Context: an optimization exercise on an open-source flow, tuned for small area. The choices shown serve that exercise and are no tape-out recipe.
RTL that was checked went through simulation tests only; none was proved equivalent to the original.
The flow treats the clock pin as an ideal source. Dropping or thinning the clock tree relies on that and would not hold on a real chip.
Power figures rest on the tool's default switching activity, not on a simulated workload.

run A:
==> flow/design.v (excerpt) <==
module collision_avoidance_car (
    input wire clk,
    input wire rst,
    input wire front_obstacle_detected,
    input wire left_obstacle_detected,
    input wire right_obstacle_detected,
    input wire front_obstacle_slow,
    input wire lane_clear_left,
    input wire lane_clear_right,
    input wire destination_reached,
    input wire [1:0] speed_limit_zone,
    output wire [1:0] acceleration,
    output wire [1:0] steering,
    output wire [1:0] indicators,
    output reg  [7:0] current_speed_out,
    output reg  [31:0] distance_travelled_out,
    output wire [31:0] total_power_consumed_out
);
Size: ~340 cells after synthesis, ~89 I/O pins, about 4800 sq um of cells after synthesis.
export LEC_CHECK = 0
export CAP_MARGIN = 20
export CORE_MARGIN = 2
export CORE_UTILIZATION = 40
export SLEW_MARGIN = 20
export SYNTH_HIERARCHICAL = 1
create_clock -name core_clock -period 9.0 [get_ports {clk}]
run.sh (not shown) runs the stock make flow with config.mk's settings and CLKGATE_MAP_FILE= SYNTH_SCRIPT=/design/flow/synth_recipe.tcl, a recipe that flattens the netlist after the stock synthesis.
Run A | status: complete | timing, DRC, antenna: pass
Input-level comparison between run B and run A:
==> flow/flow/run.sh (new file) <==
#!/bin/bash
# The standard layout, with small port buffers and a clock tree without dummy loads.
set -euo pipefail
bash standard.sh \
  "BUFFER_PORTS_ARGS=-buffer_cell sky130_fd_sc_hd__buf_1" \
  "CTS_ARGS=-sink_clustering_enable -repair_clock_nets -dont_use_dummy_load" \
  finish > standard.log 2>&1
==> flow/standard.sh (new file) <==
#!/bin/bash
# synth_recipe.tcl (not shown) runs the flow's synth.tcl, then flattens the netlist and writes it again
# the make line also repeats each setting of config.mk as NAME=value (left out here)
make -C /OpenROAD-flow-scripts/flow DESIGN_CONFIG=/design/flow/config.mk WORK_HOME=/design/flow/orfs CLKGATE_MAP_FILE= SYNTH_SCRIPT=/design/flow/synth_recipe.tcl "${@:-finish}"
removed: flow/run.sh
Run A was carried through to the last stage, and its layout satisfied the timing, design-rule and antenna checks.
Run B completed every stage of the flow, and the final layout passed the timing, design-rule and antenna checks.
Area of the die: run A vs run B identical
In the final reports, the cell area of run B is smaller than that of run A.
Where slack of the critical path is concerned, run A is better than run B.
Against run A, run B comes in 2.0 points lower on met3 track utilization from global routing.
Input changes introduced in run C (baseline for comparison: run B):
==> flow/flow/run.sh <==
#!/bin/bash
# The standard layout, with small port buffers and a small clock tree without dummy loads.
set -euo pipefail
bash standard.sh \
  "BUFFER_PORTS_ARGS=-buffer_cell sky130_fd_sc_hd__buf_1" \
  "CTS_ARGS=-sink_clustering_enable -repair_clock_nets -dont_use_dummy_load -buf_list sky130_fd_sc_hd__clkbuf_8 -sink_clustering_size 40 -sink_clustering_max_diameter 200" \
  finish > standard.log 2>&1
Findings:
Comparing run C and run B, the lower total clock network power was measured on run C. Run C ends up with higher clock skew than run B does. Proportion of power drawn by combinational gates (higher): run C. Compare run C and run B | share of cell area taken by multi-input logic gates lower: run B. Run C gives less relative area change from synthesis to final layout than run B did. Of run C and run B, run C shows the higher sequential share of layout area, with run B below it.
> inputs changed (run C -> run D)
-- flow/flow/run.sh --
<<< run C, line 6
  "CTS_ARGS=-sink_clustering_enable -repair_clock_nets -dont_use_dummy_load -buf_list sky130_fd_sc_hd__clkbuf_8 -sink_clustering_size 40 -sink_clustering_max_diameter 200" \
>>> run D, line 6
  "CTS_ARGS=-repair_clock_nets -dont_use_dummy_load -buf_list sky130_fd_sc_hd__clkbuf_8 -root_buf sky130_fd_sc_hd__clkbuf_16" \
Notes after the runs:
- Each of the runs, namely run D and run C, reached the end of the flow and came out clean.
- Reported for run D and run C, quantity of hold-fixing buffers added after cts turned out identical to the last digit.
- Going from run C to run D, data arrival time of the critical path shrank by 0.03 ns, flip-flop and latch share of the layout cell area shrank by 0.78 points, internal power grew by about 8%.
- Summary of the comparison: switching power as a share of total power is lower in run D, relative to run C.
- Against run C, run D reports a normalized max-slew margin that is lower.
- Run D: part of the power in registers 1.6 points below run C
- Diff run C -> run D | area of all placed cells without fillers | up slightly
- Met3 wire length: run D higher than run C
#### Input delta (run E over run D)
-- flow/flow/run.sh --
<<< run D, line 6
  "CTS_ARGS=-repair_clock_nets -dont_use_dummy_load -buf_list sky130_fd_sc_hd__clkbuf_8 -root_buf sky130_fd_sc_hd__clkbuf_16" \
>>> run E, line 6
  "CTS_ARGS=-sink_clustering_enable -repair_clock_nets -dont_use_dummy_load -buf_list sky130_fd_sc_hd__clkbuf_16 -sink_clustering_size 100 -sink_clustering_max_diameter 500" \
--- outcome ---
- Fmax came out exactly the same in run E and run D.
- Each of the runs, namely run E and run D, reached the end of the flow and came out clean.
- Run E vs. run D: worst hold slack level, number of clock sinks seen by CTS level, count of vias placed by the detailed router level, standard-cell row count level, number of filler cells placed in the layout level.
- Peak per-stage delay on the critical path across run E and run D: no real change.
Function was not checked in any run of this note: the RTL went through the layout flow alone.


Another version of the RTL of collision_avoidance_car (not shown whole).
For scale: about 400 cells after synthesis, roughly 89 I/O pins.
clock: 9.0 ns
lec_check: 0
cap_margin: 20
core_margin: 2
core_utilization: 40
slew_margin: 20
synth_hierarchical: 1
standard.sh (not shown) runs the stock make flow with config.mk's settings and CLKGATE_MAP_FILE= SYNTH_SCRIPT=/design/flow/synth_recipe.tcl, a recipe that flattens the netlist after the stock synthesis.
==> flow/flow/run.sh <==
#!/bin/bash
# The standard layout with three changes:
#  1. after the standard synthesis (unchanged), flow/reabc.sh re-maps the combinational
#     logic for area; registers and full adders keep their instances, names and cells;
#  2. port buffers are buf_1;
#  3. the clock tree is built by flow/mycts.tcl in place of ORFS's cts step: the clock
#     port drives 3 clkbuf_16, each at the centre of its group of flip-flops.
# Logs: standard_*.log, reabc.log, mycts.log here, and each tool's log in orfs/logs.
set -euo pipefail
here=$(pwd)
B="BUFFER_PORTS_ARGS=-buffer_cell sky130_fd_sc_hd__buf_1"
R=orfs/results/sky130hd/collision_avoidance_car/base
bash standard.sh "$B" synth > standard_synth.log 2>&1
cp $R/1_2_yosys.v $R/1_2_yosys_standard.v
bash flow/reabc.sh $here/$R/1_2_yosys_standard.v $here/$R/1_2_yosys.v > reabc.log 2>&1
rm -f $R/1_synth.odb $R/1_synth.sdc
bash standard.sh "$B" place > standard_place.log 2>&1
bash standard.sh "$B" run RUN_SCRIPT=$here/flow/mycts.tcl RUN_LOG_NAME_STEM=4_1_cts \
  MY_CTS_BUF=sky130_fd_sc_hd__clkbuf_16 MY_CTS_GROUPS=3 > mycts.log 2>&1
bash standard.sh "$B" finish > standard_finish.log 2>&1
==> flow/flow/mycts.tcl <==
# Clock tree: the clock port drives CTS_ROOT_BUF buffers placed at the centroids of
# groups of flip-flops (k-means on their placement). Then the rest of ORFS's cts step.
utl::set_metrics_stage "cts__{}"
source $::env(SCRIPTS_DIR)/load.tcl
erase_non_stage_variables cts
load_design 3_place.odb 3_place.sdc

set buf_cell $::env(MY_CTS_BUF)
set ngroups $::env(MY_CTS_GROUPS)
set block [ord::get_db_block]
set clk_net [$block findNet clk]
set sinks {}
foreach it [$clk_net getITerms] {
  set inst [$it getInst]
  lappend sinks [list $it [$inst getLocation]]
}
puts "clock sinks: [llength $sinks]"
# k-means on sink locations
set pts {}
foreach s $sinks { lappend pts [lindex $s 1] }
set n [llength $pts]
set cent {}
for {set g 0} {$g < $ngroups} {incr g} {
  lappend cent [lindex $pts [expr {int(($g + 0.5) * $n / $ngroups)}]]
}
# sort points by x for an initial guess
set pts_sorted [lsort -integer -index 0 $pts]
set cent {}
for {set g 0} {$g < $ngroups} {incr g} {
  lappend cent [lindex $pts_sorted [expr {int(($g + 0.5) * $n / $ngroups)}]]
}
# balanced k-means: each group takes at most ceil(n / ngroups) sinks
set cap [expr {($n + $ngroups - 1) / $ngroups}]
for {set iter 0} {$iter < 40} {incr iter} {
  set pairs {}
  set i 0
  foreach p $pts {
    for {set g 0} {$g < $ngroups} {incr g} {
      set c [lindex $cent $g]
      set dx [expr {double([lindex $p 0]-[lindex $c 0])}]
      set dy [expr {double([lindex $p 1]-[lindex $c 1])}]
      lappend pairs [list [expr {$dx*$dx + $dy*$dy}] $i $g]
    }
    incr i
  }
  set pairs [lsort -real -index 0 $pairs]
  set assign [lrepeat $n -1]
  set count [lrepeat $ngroups 0]
  foreach pr $pairs {
    lassign $pr d i g
    if {[lindex $assign $i] >= 0} continue
    if {[lindex $count $g] >= $cap} continue
    lset assign $i $g
    lset count $g [expr {[lindex $count $g] + 1}]
  }
  set newc {}
  for {set g 0} {$g < $ngroups} {incr g} {
    set sx 0; set sy 0; set k 0
    foreach p $pts a $assign { if {$a == $g} { incr sx [lindex $p 0]; incr sy [lindex $p 1]; incr k } }
    if {$k == 0} { lappend newc [lindex $cent $g] } else { lappend newc [list [expr {$sx / $k}] [expr {$sy / $k}]] }
  }
  set cent $newc
}
set dbu [$block getDbUnitsPerMicron]
for {set g 0} {$g < $ngroups} {incr g} {
  set pins {}
  foreach s $sinks a $assign {
    if {$a == $g} {
      set it [lindex $s 0]
      lappend pins [get_pins -of_objects [get_cells [[$it getInst] getName]] -filter "direction == input && is_clock"]
    }
  }
  set c [lindex $cent $g]
  set x [expr {double([lindex $c 0]) / $dbu}]
  set y [expr {double([lindex $c 1]) / $dbu}]
  puts "group $g: [llength $pins] sinks at $x $y"
  insert_buffer -buffer_cell $buf_cell -net clk -load_pins $pins -location [list $x $y] \
    -buffer_name clkbuf_my_$g -net_name clknet_my_$g
}
foreach net [list clk] { [$block findNet $net] setSigType CLOCK }
foreach inst [$block getInsts] {
  if {[string match "clkbuf_my_*" [$inst getName]]} {
    foreach it [$inst getITerms] {
      set net [$it getNet]
      if {$net != "NULL"} { if {[$net getName] ne "VDD" && [$net getName] ne "VSS"} { $net setSigType CLOCK } }
    }
    puts "inserted [$inst getName] [[$inst getMaster] getName]"
  }
}
set_propagated_clock [all_clocks]

estimate_parasitics -placement
set_placement_padding -global \
  -left $::env(CELL_PAD_IN_SITES_DETAIL_PLACEMENT) \
  -right $::env(CELL_PAD_IN_SITES_DETAIL_PLACEMENT)
detailed_placement
estimate_parasitics -placement
repair_timing_helper
detailed_placement
check_placement -verbose
report_clock_min_period
report_checks -path_delay min_max
report_check_types -max_slew -max_capacitance -violators
foreach g [lsort [array names ::env MY_CTS*]] { puts "$g=$::env($g)" }
report_metrics 4 "cts final"
orfs_write_db $::env(RESULTS_DIR)/4_1_cts.odb
orfs_write_sdc $::env(RESULTS_DIR)/4_cts.sdc
Other scripts of this flow, unchanged in this note and not shown: flow/flow/reabc.sh
Edit:
--- a/flow/flow/run.sh
+++ b/flow/flow/run.sh
@@ -7 +7 @@
-#     port drives 3 clkbuf_16, each at the centre of its group of flip-flops.
+#     port drives 4 clkbuf_16, each at the centre of its group of flip-flops.
@@ -19 +19 @@
-  MY_CTS_BUF=sky130_fd_sc_hd__clkbuf_16 MY_CTS_GROUPS=3 > mycts.log 2>&1
+  MY_CTS_BUF=sky130_fd_sc_hd__clkbuf_16 MY_CTS_GROUPS=4 > mycts.log 2>&1
--- a/flow/flow/mycts.tcl
+++ b/flow/flow/mycts.tcl
@@ -32,5 +32,2 @@
-# balanced k-means: each group takes at most ceil(n / ngroups) sinks
-set cap [expr {($n + $ngroups - 1) / $ngroups}]
-for {set iter 0} {$iter < 40} {incr iter} {
-  set pairs {}
-  set i 0
+for {set iter 0} {$iter < 30} {incr iter} {
+  set assign {}
@@ -37,0 +35 @@
+    set best 0; set bd 1e30
@@ -40,3 +38,2 @@
-      set dx [expr {double([lindex $p 0]-[lindex $c 0])}]
-      set dy [expr {double([lindex $p 1]-[lindex $c 1])}]
-      lappend pairs [list [expr {$dx*$dx + $dy*$dy}] $i $g]
+      set d [expr {abs([lindex $p 0]-[lindex $c 0]) + abs([lindex $p 1]-[lindex $c 1])}]
+      if {$d < $bd} { set bd $d; set best $g }
@@ -44,11 +41 @@
-    incr i
-  }
-  set pairs [lsort -real -index 0 $pairs]
-  set assign [lrepeat $n -1]
-  set count [lrepeat $ngroups 0]
-  foreach pr $pairs {
-    lassign $pr d i g
-    if {[lindex $assign $i] >= 0} continue
-    if {[lindex $count $g] >= $cap} continue
-    lset assign $i $g
-    lset count $g [expr {[lindex $count $g] + 1}]
+    lappend assign $best
Result: Power climbs slightly. Synthesized cell count does not change. Fmax is higher slightly. Via count is about the same. Utilization increases by 0.23 points. Non-clock buffer count is unchanged. Wire length went up slightly. Worst hold slack is worse by 0.0081 ns. Area after synthesis stays the same. Die area is unchanged. Sequential cell count stays the same.
In every run of this note, the design's own scripts or RTL, not TritonCTS, make the clock network.

## port drivers added, routing unchanged
The flow's constraints put no driver on any port. The routed layouts listed below were extracted and timed again, unchanged, in two steps. Step 1 assumes that a clkbuf_16 drives the clock port and a buf_2 every other input. Step 2 times the ports against the registers' clock, not the clock port: input delays grow and output delays shrink by t, the midpoint of the rising clock arrivals with the driver on. Three values: ideal, step 1, step 2; two values: the first two.
| run | shift t [ns] | slack for setup (ns) | hold WS [ns] | worst setup path after step 2 | worst data-port slew with drivers (ns) |
|---|---|---|---|---|---|
| run A | 0.376 | 0.926 / 0.926 / 0.926 | 0.427 / 0.427 / 0.427 | register to register | 0.04 |
| run B | 0.375 | 0.896 / 0.896 / 0.896 | 0.431 / 0.431 / 0.431 | register to register | 0.05 |
| run C | 0.393 | 0.895 / 0.895 / 0.895 | 0.435 / 0.435 / 0.435 | register to register | 0.04 |
| run D | 0.375 | 0.896 / 0.896 / 0.896 | 0.431 / 0.431 / 0.431 | register to register | 0.05 |
| run E | 0.375 | 0.896 / 0.896 / 0.896 | 0.431 / 0.431 / 0.431 | register to register | 0.05 |
| the first run of note 2 | 0.234 | 0.624 / 0.624 / 0.624 | 0.465 / 0.465 / 0.465 | register to register | 0.04 |
| the second run of note 2 | 0.231 | 0.655 / 0.655 / 0.655 | 0.457 / 0.457 / 0.457 | register to register | 0.04 |
After both steps every run listed still meets setup and hold.
